Source: an optimization exercise on an open RTL-to-GDS flow (aim: small area, a short achievable clock period and few clock cycles). Production flows keep margins and buffers that such runs may drop. At most, simulation tests tie the RTL to the original design; equivalence was not proved. Power figures rest on the tool's default switching activity, not on a simulated workload.

Design encode, start of the top module:
module encode#(
	parameter DATAWIDTH_STATE		= 16,
	parameter DATAWIDTH_XMAX		= 18,
	parameter DATAWIDTH_RCPFREQ		= 32,
	parameter DATAWIDTH_BIAS		= 10,
	parameter DATAWIDTH_CMPLFREQ	= 9,
	parameter DATAWIDTH_RCPSHIFT	= 6,
	parameter RANS_BYTE_L_SHIFT		= 8,
	parameter DATANUM				= 130560
)(
	input wire								clk,
	input wire								rst,
	input wire								start,
	output reg								onebyte_end,
	output reg								finish,
	input wire	[	 DATAWIDTH_XMAX-1:0]	x_max,
	input wire								x_max_valid,
	input wire	[ DATAWIDTH_RCPFREQ-1:0]	rcp_freq,
	input wire								rcp_freq_valid,
	input wire	[	 DATAWIDTH_BIAS-1:0]	bias,
	input wire								bias_valid,
	input wire	[DATAWIDTH_CMPLFREQ-1:0]	cmpl_freq,
	input wire								cmpl_freq_valid,
	input wire	[DATAWIDTH_RCPSHIFT-1:0]	rcp_shift,
	input wire								rcp_shift_valid,
	input wire								tvalid,
	input wire	[			   	    7:0]	tdata,
	input wire								tlast,
	output reg	[			   	    7:0]	byte_enc,
	output reg								out_valid
);
==> flow/config.mk <==
export PLATFORM = sky130hd
export DESIGN_NAME = encode
export DESIGN_NICKNAME = encode
export VERILOG_FILES = /design/flow/design.v
export SDC_FILE = /design/flow/constraint.sdc
export NUM_CORES = 8
export LEC_CHECK = 0
export CAP_MARGIN = 20
export CORE_MARGIN = 2
export CORE_UTILIZATION = 45
export CTS_CLUSTER_DIAMETER = 100
export CTS_CLUSTER_SIZE = 30
export SETUP_SLACK_MARGIN = 5
export SLEW_MARGIN = 20
export SYNTH_MEMORY_MAX_BITS = 16384
export TNS_END_PERCENT = 20
==> flow/constraint.sdc <==
create_clock -name core_clock -period 10.0 [get_ports {clk}]
set_input_delay 2.0000 -clock core_clock [delete_from_list [all_inputs] [get_ports {clk}]]
set_output_delay 2.0000 -clock core_clock [all_outputs]
set_load 0.01 [all_outputs]
standard.sh (not shown) runs the stock make flow with config.mk's settings and CLKGATE_MAP_FILE= SYNTH_SCRIPT=/design/flow/synth_recipe.tcl, a recipe that flattens the netlist after the stock synthesis.
==> flow/flow/run.sh <==
#!/bin/bash
# Standard synthesis, then the standard ORFS layout steps with repair_timing
# aiming at a larger setup slack (a tighter internal target than the clock).
set -euo pipefail
MARGIN=${MARGIN:-6.5}
bash standard.sh synth > synth.log 2>&1
sed "s/SETUP_SLACK_MARGIN=[0-9.]*/SETUP_SLACK_MARGIN=$MARGIN/" standard.sh > layout.sh
grep -q "SETUP_SLACK_MARGIN=$MARGIN" layout.sh
bash layout.sh > layout.log 2>&1
Testbench counts at the start, summed over its fixed seeds: cycles 36,480.
Next try:
--- a/flow/design.v
+++ b/flow/design.v
@@ -99,14 +99,26 @@
 			for (j = 0; j < 8; j = j + 1)
 				gel[j] = (w[2:0] >= j);
 			for (i = 0; i < 8; i = i + 1)
 				for (j = 0; j < 8; j = j + 1)
 					therm64[8*i+j] = (j == 7) ? gth[i] : (gth[i] | (eqh[i] & gel[j+1]));
 		end
 	endfunction
+	function cmp8;
+		input [7:0] a;
+		input [7:0] b;
+		integer i;
+		reg r;
+		begin
+			r = 1'b1;
+			for (i = 0; i < 8; i = i + 1)
+				r = (a[i] & ~b[i]) | ((a[i] | ~b[i]) & r);
+			cmp8 = r;
+		end
+	endfunction
 	function [15:0] dec4;
 		input [3:0] a;
 		begin
 			dec4 = 16'd1 << a;
 		end
 	endfunction
 	reg rst_r;
@@ -213,31 +225,35 @@
 	end
 	reg	[7:0]	c0, c1;
 	always @(posedge clk) begin
 		c0 <= c1;
 		c1 <= rd_cdf;
 	end
 	reg	[7:0]	fa;
+	reg	[9:0]	fa3;		 
+	reg	[7:0]	pc;			 
+	wire [7:0] f_rd = c1 - c0;
 	always @(posedge clk)
-		if (v4) fa <= c1 - c0;
-	reg	[7:0]	ca, pc;
+		if (v4) begin
+			fa  <= f_rd;
+			fa3 <= {2'b0, f_rd} + {1'b0, f_rd, 1'b0};
+			pc  <= c0;
+		end
 	reg	[7:0]	m1;
 	reg	[9:0]	m3;
 	reg	[10:0]	m5, m7;
 	reg	[11:0]	m9, m11, m13, m15;
 	always @(posedge clk) begin
-		ca  <= c0;
-		pc  <= ca;
 		m1  <= fa;
-		m3  <= {2'b0, fa} + {1'b0, fa, 1'b0};
+		m3  <= fa3;
 		m5  <= {3'b0, fa} + {1'b0, fa, 2'b0};
 		m7  <= {fa, 3'b0} - {3'b0, fa};
 		m9  <= {1'b0, fa, 3'b0} + {4'b0, fa};
-		m11 <= {1'b0, fa, 3'b0} + {3'b0, fa, 1'b0} + {4'b0, fa};
-		m13 <= {fa, 4'b0} - {3'b0, fa, 1'b0} - {4'b0, fa};
+		m11 <= {1'b0, fa, 3'b0} + {2'b0, fa3};
+		m13 <= {fa, 4'b0} - {2'b0, fa3};
 		m15 <= {fa, 4'b0} - {4'b0, fa};
 	end
 	wire [11:0] mul [0:15];
 	assign mul[0]  = 12'd0;
 	assign mul[1]  = {4'b0, m1};
 	assign mul[2]  = {3'b0, m1, 1'b0};
 	assign mul[3]  = {2'b0, m3};
@@ -296,15 +312,15 @@
 				u_rem = u_rem | u_c[mi];
 				u_q = u_q | mi[3:0];
 			end
 	end
 	wire [15:0] x_new = {qh, u_q, u_rem};
 	wire [3:0] fah = fa[7:4];
 	wire need_fast = (qh > fah) | ((qh == fah) & u_t[fa[3:0]]);
-	wire need_slow = hi >= fa;
+	wire need_slow = cmp8(hi, fa);
 	wire need_nx = v7 ? need_fast : need_slow;
 	wire [3:0] d2_nx = need ? hi[3:0] : lo[3:0];
 	always @(posedge clk) begin
 		need <= need_nx;
 		sel_n <= v5 & need_nx;
 		sel_x <= v5 & ~need_nx;
 		r1 <= u_rem;
Area after synthesis hardly moves.
Final cell count went down by about 0.4%.
First-iteration DRC count went down by about 8%.
Setup slack gets worse by 0.19 ns.
Routed wire length went down by 3.6%.
Count of clock-buffer cells in the layout stays the same.
Worst hold slack gets better by 0.012 ns.
Global-route usage went down by 0.54 points.
Total power went up by about 1.2%.
Sequential power went up by about 0.7%.
Combinational power went up by about 6%.
Final area hardly moves.
Sequential cell count went up by 2.
No functional check of the RTL was part of the second run of this note.

-- what the ideal ports hide --
How much do the figures lean on ideal ports? The routed layouts below were timed once more, with nothing changed but the port constraints. Step 1: set_driving_cell puts a clkbuf_16 on clk and a buf_2 on each other input, an assumption about the parent block. Step 2, shift: input delay + t, output delay - t, t = (earliest + latest rising clock arrival at the registers) / 2. This alone moves slack from input paths to output paths. Slacks: ideal ports / drivers / drivers and shift; pairs: ideal ports / drivers.
| run | t (ns) | setup WS [ns] | hold WS [ns] | worst register clock-pin slew, ns |
|---|---|---|---|---|
| the first run | 0.756 | 6.422 / 6.349 / 6.438 | 0.326 / 0.326 / 0.326 | 0.12 / 0.12 |
| the second run | 0.741 | 6.233 / 6.233 / 6.233 | 0.337 / 0.337 / 0.337 | 0.12 / 0.12 |
After both steps setup and hold are still met in every run listed.
